Background: an optimization exercise with open tools, aiming at small area. Do not read the settings as production practice. Function was checked by simulation only, so behaviour that the tests miss may differ from the original. Power figures rest on the tool's default switching activity, not on a simulated workload.

==> trial 76: inputs <==
## top_module
module top_module
(
    input logic clock_1MHz,
    input logic reset,
    input logic data_in,
    input logic write_in,
    input logic dequeue_in,
    output logic status_out,
    output logic [7:0] len_out,
    output logic [7:0] data_out
);
==> module deserializador, before the edit <==
module deserializador (
    input logic clock,
    input logic tick_100KHz,
    input logic tick_10KHz,
    input logic reset,
    input logic data_in,
    input logic write_in,
    input logic accept,
    output logic status_out,
    output logic enq_req,
    output logic enq_window,
    input  logic bit_taken,
    output logic bit_new,
    output logic bit_out
);
    typedef enum logic [1:0]
    {
        AGUARDA = 2'b00,
        RECEBE  = 2'b01,
        PRONTO  = 2'b10,                     
        ESPERA  = 2'b11
    } mode_t;
    mode_t mode;
    logic [2:0] bits_count;
    assign status_out = (mode == ESPERA) || (mode == PRONTO && bits_count[2]);
    assign enq_req    = (mode == ESPERA) && (bits_count == 3'd3);
    assign enq_window = (mode == ESPERA) && (bits_count == 3'd4);
    logic store;
    assign store      = tick_100KHz && mode == RECEBE && write_in;
    always_ff @(posedge clock or posedge reset) begin
        if (reset) begin
            mode       <= AGUARDA;
            bits_count <= 3'b0;
        end
        else begin
            case (mode)
                AGUARDA: if (tick_100KHz && write_in) mode <= RECEBE;
                RECEBE: if (tick_100KHz) begin
                    if (write_in) begin
                        bits_count <= bits_count + 1'b1;
                        if (bits_count == 3'd7) mode <= PRONTO;
                    end
                    else mode <= AGUARDA;
                end
                PRONTO: if (tick_100KHz && !bits_count[2]) mode <= ESPERA;
                ESPERA: begin
                    if (bits_count[2] && (bits_count[1] || bits_count[0])) begin
                        if (tick_100KHz) begin
                            bits_count <= bits_count + 1'b1;
                            if (bits_count == 3'd7) mode <= AGUARDA;
                        end
                    end
                    else if (tick_10KHz) begin
                        bits_count <= bits_count + 1'b1;
                        if (bits_count == 3'd3 && !accept) mode <= PRONTO;
                    end
                end
            endcase
        end
    end
    always_ff @(posedge clock or posedge reset) begin
        if (reset) bit_new <= 1'b0;
        else       bit_new <= store || (bit_new && !bit_taken);
    end
    always_ff @(posedge clock) begin
        if (store) bit_out <= data_in;
    end
endmodule
==> module fila, before the edit <==
module fila (
    input logic clock,
    input logic clock_en,
    input logic reset,
    input logic enq_req,                     
    input logic enq_window,                  
    input logic dequeue_in,
    input logic bit_new,                     
    input logic bit_in,
    output logic bit_taken,
    output logic accept,
    output logic [7:0] len_out,
    output logic [7:0] data_out
);
    logic       deq_state;                   
    logic [3:0] len;
    logic [7:0] ring [0:7];
    logic [2:0] tail_pos;
    logic [7:0] oldest;
    logic       tail_here;
    logic       deq_now;
    logic       enq_now;
    assign len_out   = {4'b0, len};
    assign accept    = !deq_state && !len[3];
    assign tail_here = (tail_pos == 3'd0);
    assign deq_now   = clock_en && deq_state;
    assign enq_now   = clock_en && enq_window;
    assign bit_taken = tail_here;
    always_ff @(posedge clock) begin
        ring[0] <= (tail_here && bit_new) ? {bit_in, ring[7][7:1]} : ring[7];
        for (int i = 1; i < 8; i++) ring[i] <= ring[i-1];
        if (tail_pos == len[2:0] && !len[3]) oldest <= ring[7];
    end
    always_ff @(posedge clock or posedge reset) begin
        if (reset) tail_pos <= 3'd0;
        else if (!enq_now) tail_pos <= tail_pos - 3'd1;
    end
    always_ff @(posedge clock or posedge reset) begin
        if (reset) begin
            deq_state <= 1'b0;
            len       <= 4'd0;
            data_out  <= 8'b0;
        end
        else if (clock_en) begin
            if (deq_state) begin
                data_out  <= oldest;
                len       <= len - 4'd1;
                deq_state <= 1'b0;
            end
            else if (enq_window) begin
                len <= len + 4'd1;
            end
            else if (!(enq_req && !len[3]) && dequeue_in && len != 4'd0) begin
                deq_state <= 1'b1;
            end
        end
    end
endmodule
==> module top_module, before the edit <==
module top_module
(
    input logic clock_1MHz,
    input logic reset,
    input logic data_in,
    input logic write_in,
    input logic dequeue_in,
    output logic status_out,
    output logic [7:0] len_out,
    output logic [7:0] data_out
);
    logic [4:0] j;
    logic [3:0] c2;
    logic tick_100KHz;
    logic tick_10KHz;
    logic j_wrap;
    logic c2_is4;
    assign tick_100KHz = j[3] && !j[4];
    assign j_wrap      = j[4] && !j[3];
    assign c2_is4      = c2[2] && !c2[1] && !c2[0];
    assign tick_10KHz  = j_wrap && c2_is4;
    always_ff @(posedge clock_1MHz or posedge reset) begin
        if (reset) begin
            j  <= 5'd0;
            c2 <= 4'd0;
        end
        else begin
            j <= {j[3:0], !j[4]};
            if (j_wrap) begin
                c2[0] <= !c2[0];
                c2[1] <= c2[1] ^ (c2[0] && !c2[3]);
                c2[2] <= c2[2] ^ (c2[1] && c2[0]);
                c2[3] <= c2[3] ? !c2[0] : (c2[2] && c2[1] && c2[0]);
            end
        end
    end
    logic       bit_data;
    logic       bit_new;
    logic       bit_taken;
    logic       enq_req;
    logic       enq_window;
    logic       accept;
    deserializador deserializer
    (
        .clock(clock_1MHz),
        .tick_100KHz(tick_100KHz),
        .tick_10KHz(tick_10KHz),
        .reset(reset),
        .data_in(data_in),
        .write_in(write_in),
        .accept(accept),
        .status_out(status_out),
        .enq_req(enq_req),
        .enq_window(enq_window),
        .bit_taken(bit_taken),
        .bit_new(bit_new),
        .bit_out(bit_data)
    );
    fila queue
    (
        .clock(clock_1MHz),
        .clock_en(tick_10KHz),
        .reset(reset),
        .enq_req(enq_req),
        .enq_window(enq_window),
        .dequeue_in(dequeue_in),
        .bit_new(bit_new),
        .bit_in(bit_data),
        .bit_taken(bit_taken),
        .accept(accept),
        .len_out(len_out),
        .data_out(data_out)
    );
endmodule
clock: 5.0 ns
lec_check: 0
cap_margin: 0
core_margin: 2
core_utilization: 70
slew_margin: 0
synth_hierarchical: 1
buffer_ports_args: -buffer_cell sky130_fd_sc_hd__buf_1
cts_args: -sink_clustering_enable -repair_clock_nets -dont_use_dummy_load -buf_list sky130_fd_sc_hd__clkbuf_8
skip_repair_tie_fanout: 1
standard.sh (not shown) runs the stock make flow with config.mk's settings and CLKGATE_MAP_FILE= SYNTH_SCRIPT=/design/flow/synth_recipe.tcl, a recipe that flattens the netlist after the stock synthesis.
==> flow/flow/run.sh <==
#!/bin/bash
# Layout flow: the standard.sh with three changes.
#  1. After the standard synthesis (standard.sh synth, unchanged), the
#     combinational logic of its netlist is mapped again by ABC for area
#     (flow/remap.abc). The flip-flops are kept as they are: same cells, same
#     instance names. A Yosys equivalence check against the standard netlist
#     must pass, else the standard netlist is kept.
#  2. Port buffers use the smallest buffer, sky130_fd_sc_hd__buf_1.
#  3. CTS without dummy loads, with clkbuf_8 as the clock buffer.
#  4. The tie cell of the constant outputs is not copied for each output.
# Each tool's output goes to a log file here (log_*.log); ORFS keeps its
# per-step logs under orfs/logs/.
set -euo pipefail
W=$(pwd)
F=$W/flow
cat >> config.mk <<'EOT'
export BUFFER_PORTS_ARGS = -buffer_cell sky130_fd_sc_hd__buf_1
export CTS_ARGS = -sink_clustering_enable -repair_clock_nets -dont_use_dummy_load -buf_list sky130_fd_sc_hd__clkbuf_8
export SKIP_REPAIR_TIE_FANOUT = 1
EOT

bash standard.sh synth > log_synth.log 2>&1

R=$W/orfs/results/$FLOW_PLATFORM/top_module/base
Y=$FLOW_HOME/../tools/install/yosys/bin/yosys
[[ -x $Y ]] || Y=yosys
P=$FLOW_HOME/platforms/$FLOW_PLATFORM
L=$P/lib/sky130_fd_sc_hd__tt_025C_1v80.lib
DU=$(sed -n '/DONT_USE_CELLS/,/^$/p' $P/config.mk | grep -oE 'sky130_fd_sc_hd__[a-z0-9_]+' | sed 's/^/-dont_use /' | tr '\n' ' ')
SEQ='sky130_fd_sc_hd__*df* sky130_fd_sc_hd__dl* sky130_fd_sc_hd__conb*'

cp $R/1_2_yosys.v $W/standard_1_2_yosys.v
$Y -l log_remap.log -p "
read_liberty -ignore_miss_func $L
read_verilog $W/standard_1_2_yosys.v
hierarchy -top $FLOW_TOP
setattr -mod -set keep_hierarchy 1 $SEQ
flatten
rename -hide w:_*_.*
opt_clean -purge
abc -liberty $L $DU -script $F/remap.abc
opt_clean -purge
select $FLOW_TOP
splitnets
opt_clean -purge
insbuf -buf sky130_fd_sc_hd__buf_4 A X
write_verilog -noattr -noexpr -nohex -nodec -selected $W/remap_1_2_yosys.v
" > /dev/null 2>&1 || true

ok=0
if [[ -s $W/remap_1_2_yosys.v ]]; then
  $Y -l log_equiv.log -p "
read_liberty -ignore_miss_func $L
read_verilog $W/standard_1_2_yosys.v
rename $FLOW_TOP gold
read_verilog $W/remap_1_2_yosys.v
rename $FLOW_TOP gate
hierarchy -check
flatten gold gate
opt_clean
async2sync
equiv_make gold gate equiv
hierarchy -top equiv
equiv_simple -seq 2
equiv_induct -seq 2
equiv_status -assert
" > /dev/null 2>&1 && ok=1 || true
fi
if [[ $ok == 1 ]]; then
  echo "remapped netlist is equivalent: using it" > log_choice.log
  cp $W/remap_1_2_yosys.v $R/1_2_yosys.v
else
  echo "remapped netlist not proven equivalent: keeping the standard one" > log_choice.log
fi

bash standard.sh finish > log_finish.log 2>&1
==> flow/flow/remap.abc <==
&get -n
&st
&dch -f
&nf -R 1000 -p
&put
==> trial 35 (differences from trial 76) <==
--- a/flow/design.v
+++ b/flow/design.v
@@ -11,5 +11,3 @@
     output logic enq_window,
-    input  logic bit_taken,
-    output logic bit_new,
-    output logic bit_out
+    output logic [7:0] data_out
 );
@@ -27,4 +25,2 @@
     assign enq_window = (mode == ESPERA) && (bits_count == 3'd4);
-    logic store;
-    assign store      = tick_100KHz && mode == RECEBE && write_in;
     always_ff @(posedge clock or posedge reset) begin
@@ -60,8 +56,5 @@
     end
-    always_ff @(posedge clock or posedge reset) begin
-        if (reset) bit_new <= 1'b0;
-        else       bit_new <= store || (bit_new && !bit_taken);
-    end
     always_ff @(posedge clock) begin
-        if (store) bit_out <= data_in;
+        if (tick_100KHz && mode == RECEBE && write_in)
+            data_out <= {data_in, data_out[7:1]};
     end
@@ -75,5 +68,3 @@
     input logic dequeue_in,
-    input logic bit_new,                     
-    input logic bit_in,
-    output logic bit_taken,
+    input logic [7:0] data_in,
     output logic accept,
@@ -85,21 +76,18 @@
     logic [7:0] ring [0:7];
-    logic [2:0] tail_pos;
+    logic [2:0] head_pos;
     logic [7:0] oldest;
-    logic       tail_here;
+    logic       write_now;
     logic       deq_now;
-    logic       enq_now;
     assign len_out   = {4'b0, len};
     assign accept    = !deq_state && !len[3];
-    assign tail_here = (tail_pos == 3'd0);
+    assign write_now = enq_window && (head_pos + len[2:0] == 3'd0);
     assign deq_now   = clock_en && deq_state;
-    assign enq_now   = clock_en && enq_window;
-    assign bit_taken = tail_here;
     always_ff @(posedge clock) begin
-        ring[0] <= (tail_here && bit_new) ? {bit_in, ring[7][7:1]} : ring[7];
+        ring[0] <= write_now ? data_in : ring[7];
         for (int i = 1; i < 8; i++) ring[i] <= ring[i-1];
-        if (tail_pos == len[2:0] && !len[3]) oldest <= ring[7];
+        if (head_pos == 3'd0) oldest <= ring[7];
     end
     always_ff @(posedge clock or posedge reset) begin
-        if (reset) tail_pos <= 3'd0;
-        else if (!enq_now) tail_pos <= tail_pos - 3'd1;
+        if (reset) head_pos <= 3'd0;
+        else if (!deq_now) head_pos <= head_pos - 3'd1;
     end
@@ -137,3 +125,3 @@
 );
-    logic [4:0] j;
+    logic [3:0] c1;
     logic [3:0] c2;
@@ -141,11 +129,9 @@
     logic tick_10KHz;
-    logic j_wrap;
-    logic c2_is4;
-    assign tick_100KHz = j[3] && !j[4];
-    assign j_wrap      = j[4] && !j[3];
-    assign c2_is4      = c2[2] && !c2[1] && !c2[0];
-    assign tick_10KHz  = j_wrap && c2_is4;
+    logic c1_wrap;
+    assign c1_wrap     = (c1 == 4'd9);
+    assign tick_100KHz = (c1 == 4'd4);
+    assign tick_10KHz  = c1_wrap && (c2 == 4'd4);
     always_ff @(posedge clock_1MHz or posedge reset) begin
         if (reset) begin
-            j  <= 5'd0;
+            c1 <= 4'd0;
             c2 <= 4'd0;
@@ -153,14 +139,7 @@
         else begin
-            j <= {j[3:0], !j[4]};
-            if (j_wrap) begin
-                c2[0] <= !c2[0];
-                c2[1] <= c2[1] ^ (c2[0] && !c2[3]);
-                c2[2] <= c2[2] ^ (c2[1] && c2[0]);
-                c2[3] <= c2[3] ? !c2[0] : (c2[2] && c2[1] && c2[0]);
-            end
+            c1 <= c1_wrap ? 4'd0 : c1 + 4'd1;
+            if (c1_wrap) c2 <= (c2 == 4'd9) ? 4'd0 : c2 + 4'd1;
         end
     end
-    logic       bit_data;
-    logic       bit_new;
-    logic       bit_taken;
+    logic [7:0] byte_data;
     logic       enq_req;
@@ -180,5 +159,3 @@
         .enq_window(enq_window),
-        .bit_taken(bit_taken),
-        .bit_new(bit_new),
-        .bit_out(bit_data)
+        .data_out(byte_data)
     );
@@ -192,5 +169,3 @@
         .dequeue_in(dequeue_in),
-        .bit_new(bit_new),
-        .bit_in(bit_data),
-        .bit_taken(bit_taken),
+        .data_in(byte_data),
         .accept(accept),
==> flow/run.sh (new file) <==
#!/bin/bash
# synth_recipe.tcl (not shown) runs the flow's synth.tcl, then flattens the netlist and writes it again
# the make line also repeats each setting of config.mk as NAME=value (left out here)
make -C /OpenROAD-flow-scripts/flow DESIGN_CONFIG=/design/flow/config.mk WORK_HOME=/design/flow/orfs CLKGATE_MAP_FILE= SYNTH_SCRIPT=/design/flow/synth_recipe.tcl finish
BUFFER_PORTS_ARGS = default   (was -buffer_cell sky130_fd_sc_hd__buf_1)
CAP_MARGIN = 20   (was 0)
CORE_UTILIZATION = 40   (was 70)
CTS_ARGS = default   (was -sink_clustering_enable -repair_clock_nets -dont_use_dummy_load -buf_list sky130_fd_sc_hd__clkbuf_8)
SKIP_REPAIR_TIE_FANOUT = default   (was 1)
SLEW_MARGIN = 20   (was 0)
SYNTH_HIERARCHICAL = default   (was 1)
removed: flow/flow/run.sh
removed: flow/flow/remap.abc
removed: flow/standard.sh
==> out/qor.txt <==
status = complete, no violations
Regs by FF count = queue.ring: 64 flops, queue.data_out: 8 flops, queue.oldest: 8 flops
switching pwr = 0.245 mW
Tcrit/Tclk final = 44.7%
count of buffering cells on the critical path with inverters included = 1
clock tree sinks = 104
filler cell count = 219
sequential fraction of design power = 67.9%
Slew HR = 31.1%
proportion of layout cells with a drive suffix above 1 = 4.85%
routed wire length per instance = 15.7 microns
detail-routed via count per cell = 5.40
global routing met3 resource utilization = 6.83%
The numbers above come from trial 76.

==> out/qor.txt <==
status = complete, no violations
sequential fraction of design power = 61.6%
clock tree sinks = 109
Tcrit/Tclk final = 52.7%
switching pwr = 0.306 mW
Slew HR = 37.2%
detail-routed via count per cell = 4.52
The numbers above come from trial 35.

==> separate check: timing with driven ports <==
How much do the figures lean on ideal ports? The routed layouts below were timed once more, with nothing changed but the port constraints.
Step 1 assumes that a clkbuf_16 drives the clock port and a buf_2 every other input.
Step 2 times the ports against the registers' clock, not the clock port: input delays grow and output delays shrink by t, the midpoint of the rising clock arrivals with the driver on.
Three values: ideal, step 1, step 2; two values: the first two.
run	shift t [ns]	setup WS [ns]	worst hold slack (ns)	worst setup path after step 2
trial 76	0.366	2.764 / 2.737 / 2.777	0.318 / 0.318 / 0.318	register to register
trial 35	0.383	2.363 / 2.333 / 2.489	0.333 / 0.333 / 0.333	input to register
After both steps setup and hold are still met in every run listed.
